Source: an optimization exercise on an open RTL-to-GDS flow (aim: small area). Production flows keep margins and buffers that such runs may drop.
The RTL was checked by simulation tests, not by an equivalence proof against the original design.
Power and IR drop assume default switching activity.

==> flow/design.v (excerpt) <==
module LeNet_Conv_C3_top#(
	parameter				WD = 3,
	parameter				WW = 8,
	parameter				GP = 6
)(
	input	wire				i_sclk,
	input	wire				i_rstn,
	input	wire				i_vsync,
	input	wire				i_hsync,
	input	wire				i_valid,
	input	wire[WD-1:0]			i_tdata_1,
	input	wire[WD-1:0]			i_tdata_2,
	input	wire[WD-1:0]			i_tdata_3,
	input	wire[WD-1:0]			i_tdata_4,
	input	wire[WD-1:0]			i_tdata_5,
	input	wire[WD-1:0]			i_tdata_6,
	input	wire[GP-1:0]			i_W_en,
	input	wire[WW-1:0]			i_Weight_1,
	input	wire[WW-1:0]			i_Weight_2,
	input	wire[WW-1:0]			i_Weight_3,
	input	wire[WW-1:0]			i_Weight_4,
	input	wire[WW-1:0]			i_Weight_5,
	input	wire[WW-1:0]			i_Weight_6,
	input	wire[4:0]			i_W_addr,
	input	wire signed[WW-1:0]		i_Bias,
	output	wire				o_hsync,
	output	wire				o_valid,
	output	wire				o_tdata
);
reg [3:0]	rowc;		 
reg [3:0]	colc;		 
reg		hs_q;
always @(posedge i_sclk)
	if (!i_rstn || i_vsync)	rowc <= 4'd0;
	else if (i_hsync)	rowc <= rowc + 4'd1;
always @(posedge i_sclk)
	if (i_valid)	colc <= colc + 4'd1;
	else		colc <= 4'd0;
always @(posedge i_sclk)	hs_q <= i_hsync & (rowc >= 4'd4);
assign o_hsync = hs_q;
reg		trig;		 
reg		mact;		 
reg [3:0]	mk;		 
reg		orow;		 
always @(posedge i_sclk)
	if (!i_rstn)	trig <= 1'b0;
	else		trig <= i_valid & (colc == 4'd2);
always @(posedge i_sclk)
	if (!i_rstn)		mact <= 1'b0;
	else if (trig)		mact <= 1'b1;
	else if (mk == 4'd15)	mact <= 1'b0;
always @(posedge i_sclk)
	if (trig)		mk <= 4'd1;
	else if (mact)		mk <= mk + 4'd1;
	else			mk <= 4'd0;
always @(posedge i_sclk)
	if (trig)	orow <= (rowc >= 4'd5);
wire		fpa = trig | (mact & ~mk[0]);		 
wire		fpb = mact & mk[0];			 
wire		fc0 = trig | (mact & (mk == 4'd1));	 
wire [2:0]	fcol = mk[3:1];				 
reg		s1, s2, s3;	 
reg [1:0]	sbi;		 
reg [2:0]	cab;		 
reg [2:0]	wix;		 
always @(posedge i_sclk) begin
	s1 <= fpb;
	s2 <= s1;
	s3 <= s2;
	if (fpb) begin
		sbi <= mk[2:1];
  ...
Size: roughly 8100 cells after synthesis, roughly 2100 flip-flops, about 120000 um2 of cells after synthesis.
==> flow/config.mk <==
export PLATFORM = sky130hd
export DESIGN_NAME = LeNet_Conv_C3_top
export DESIGN_NICKNAME = LeNet_Conv_C3_top
export VERILOG_FILES = /design/flow/design.v
export SDC_FILE = /design/flow/constraint.sdc
export NUM_CORES = 4
export LEC_CHECK = 0
export CAP_MARGIN = 5
export CORE_MARGIN = 2
export CORE_UTILIZATION = 65
export CTS_CLUSTER_DIAMETER = 150
export CTS_CLUSTER_SIZE = 20
export PLACE_DENSITY = 0.75
export SLEW_MARGIN = 5
export SYNTH_HIERARCHICAL = 1
==> flow/constraint.sdc <==
create_clock -name core_clock -period 8.0 [get_ports {i_sclk}]
set_input_delay 1.6000 -clock core_clock [delete_from_list [all_inputs] [get_ports {i_sclk}]]
set_output_delay 1.6000 -clock core_clock [all_outputs]
set_load 0.01 [all_outputs]
run.sh (not shown) runs the stock make flow with config.mk's settings and CLKGATE_MAP_FILE= SYNTH_SCRIPT=/design/flow/synth_recipe.tcl, a recipe that flattens the netlist after the stock synthesis.
Next try:
--- a/flow/config.mk
+++ b/flow/config.mk
@@ -7,9 +7,9 @@
 export LEC_CHECK = 0
-export CAP_MARGIN = 5
+export CAP_MARGIN = 10
 export CORE_MARGIN = 2
-export CORE_UTILIZATION = 65
+export CORE_UTILIZATION = 60
 export CTS_CLUSTER_DIAMETER = 150
-export CTS_CLUSTER_SIZE = 20
-export PLACE_DENSITY = 0.75
-export SLEW_MARGIN = 5
+export CTS_CLUSTER_SIZE = 16
+export PLACE_DENSITY = 0.7
+export SLEW_MARGIN = 10
 export SYNTH_HIERARCHICAL = 1
Outcome: Cell area goes up by 1.1%. Routed wire length hardly moves. Cell count grows by 2.1%. First-iteration DRC count drops by 9.8%. Non-clock buffer count climbs by 6.
Next try:
==> flow/config.mk (replaced) <==
export PLATFORM = sky130hd
export DESIGN_NAME = LeNet_Conv_C3_top
export DESIGN_NICKNAME = LeNet_Conv_C3_top
export VERILOG_FILES = /design/flow/design.v
export SDC_FILE = /design/flow/constraint.sdc
export NUM_CORES = 4
export LEC_CHECK = 0
export CAP_MARGIN = 20
export CORE_MARGIN = 2
export CORE_UTILIZATION = 55
export PLACE_DENSITY = 0.65
export SLEW_MARGIN = 20
export SYNTH_HIERARCHICAL = 1
The changed run finished clean.
Total power grows by a few percent.
Cell area went up by a few percent.
Worst hold slack improved by 5.3 ps.
Fmax increases slightly.
Flip-flop and latch count does not change.
Next try:
--- a/flow/config.mk
+++ b/flow/config.mk
@@ -7,7 +7,9 @@
 export LEC_CHECK = 0
-export CAP_MARGIN = 20
+export CAP_MARGIN = 5
 export CORE_MARGIN = 2
-export CORE_UTILIZATION = 55
-export PLACE_DENSITY = 0.65
-export SLEW_MARGIN = 20
+export CORE_UTILIZATION = 65
+export CTS_CLUSTER_DIAMETER = 150
+export CTS_CLUSTER_SIZE = 24
+export PLACE_DENSITY = 0.75
+export SLEW_MARGIN = 5
 export SYNTH_HIERARCHICAL = 1
Effect: The new run passed the timing, design-rule and antenna checks; wire length drops by about 5%; via count climbs by 0.74%; count of clock-buffer cells in the layout drops by 102; flip-flop and latch count stays the same; critical path depth drops by 4; setup slack loses 100 ps; register-to-register slack loses 100 ps; non-clock buffer count drops by 11; first-iteration DRC count climbs by about 10%; maximum frequency drops by about 1.3%.
Next try:
--- a/flow/config.mk
+++ b/flow/config.mk
@@ -7,9 +7,7 @@
 export LEC_CHECK = 0
-export CAP_MARGIN = 5
+export CAP_MARGIN = 10
 export CORE_MARGIN = 2
 export CORE_UTILIZATION = 65
-export CTS_CLUSTER_DIAMETER = 150
-export CTS_CLUSTER_SIZE = 24
 export PLACE_DENSITY = 0.75
-export SLEW_MARGIN = 5
+export SLEW_MARGIN = 10
 export SYNTH_HIERARCHICAL = 1
What happened: Setup slack gets worse by 74 ps. Design area climbs by a few percent. Worst hold slack gets worse by 23 ps.
Next try:
--- a/flow/config.mk
+++ b/flow/config.mk
@@ -9,4 +9,5 @@
 export CORE_MARGIN = 2
-export CORE_UTILIZATION = 65
-export PLACE_DENSITY = 0.75
+export CORE_UTILIZATION = 60
+export CTS_CLUSTER_SIZE = 20
+export PLACE_DENSITY = 0.7
 export SLEW_MARGIN = 10
Worst setup slack improved by 79 ps.
Core utilization is lower by 5.3 points.
Die area increases by 8.3%.

==> re-timing with driven ports <==
Ports are ideal in the flow. The routed layouts listed here were re-timed in OpenROAD.
Step 1 (the two cells are an assumption about what drives the block):
set clk [get_ports {i_sclk}]
set_driving_cell -lib_cell sky130_fd_sc_hd__clkbuf_16 $clk
set_driving_cell -lib_cell sky130_fd_sc_hd__buf_2 [delete_from_list [all_inputs] $clk]
Step 2 adds t to the input delays and takes it off the output delays; t is the mean of the earliest and latest rising clock arrival at the registers after step 1. Input paths then give back, and output paths get back, about the clock's delay inside the block.
a / b / c = ideal ports / drivers / drivers and shift; a / b = the first two.
run	t, ns	setup slack, ns	worst setup path after step 2	clock arrival spread, ns	pins driven straight from the clock port
the first run	0.911	0.613 / 0.613 / 0.478	input to register	0.060 / 0.060	1
the second run	0.949	0.508 / 0.508 / 0.485	input to register	0.054 / 0.054	1
the third run	0.991	0.644 / 0.644 / 0.416	input to register	0.092 / 0.092	1
the fourth run	0.887	0.544 / 0.544 / 0.476	input to register	0.060 / 0.059	1
the fifth run	0.953	0.470 / 0.470 / 0.363	input to register	0.057 / 0.057	1
the sixth run	0.952	0.549 / 0.549 / 0.520	input to register	0.066 / 0.066	1
After both steps setup and hold are still met in every run listed. For the third run, which loses most, drivers alone change the setup slack by 0.000 ns; drivers and shift together by -0.228 ns.
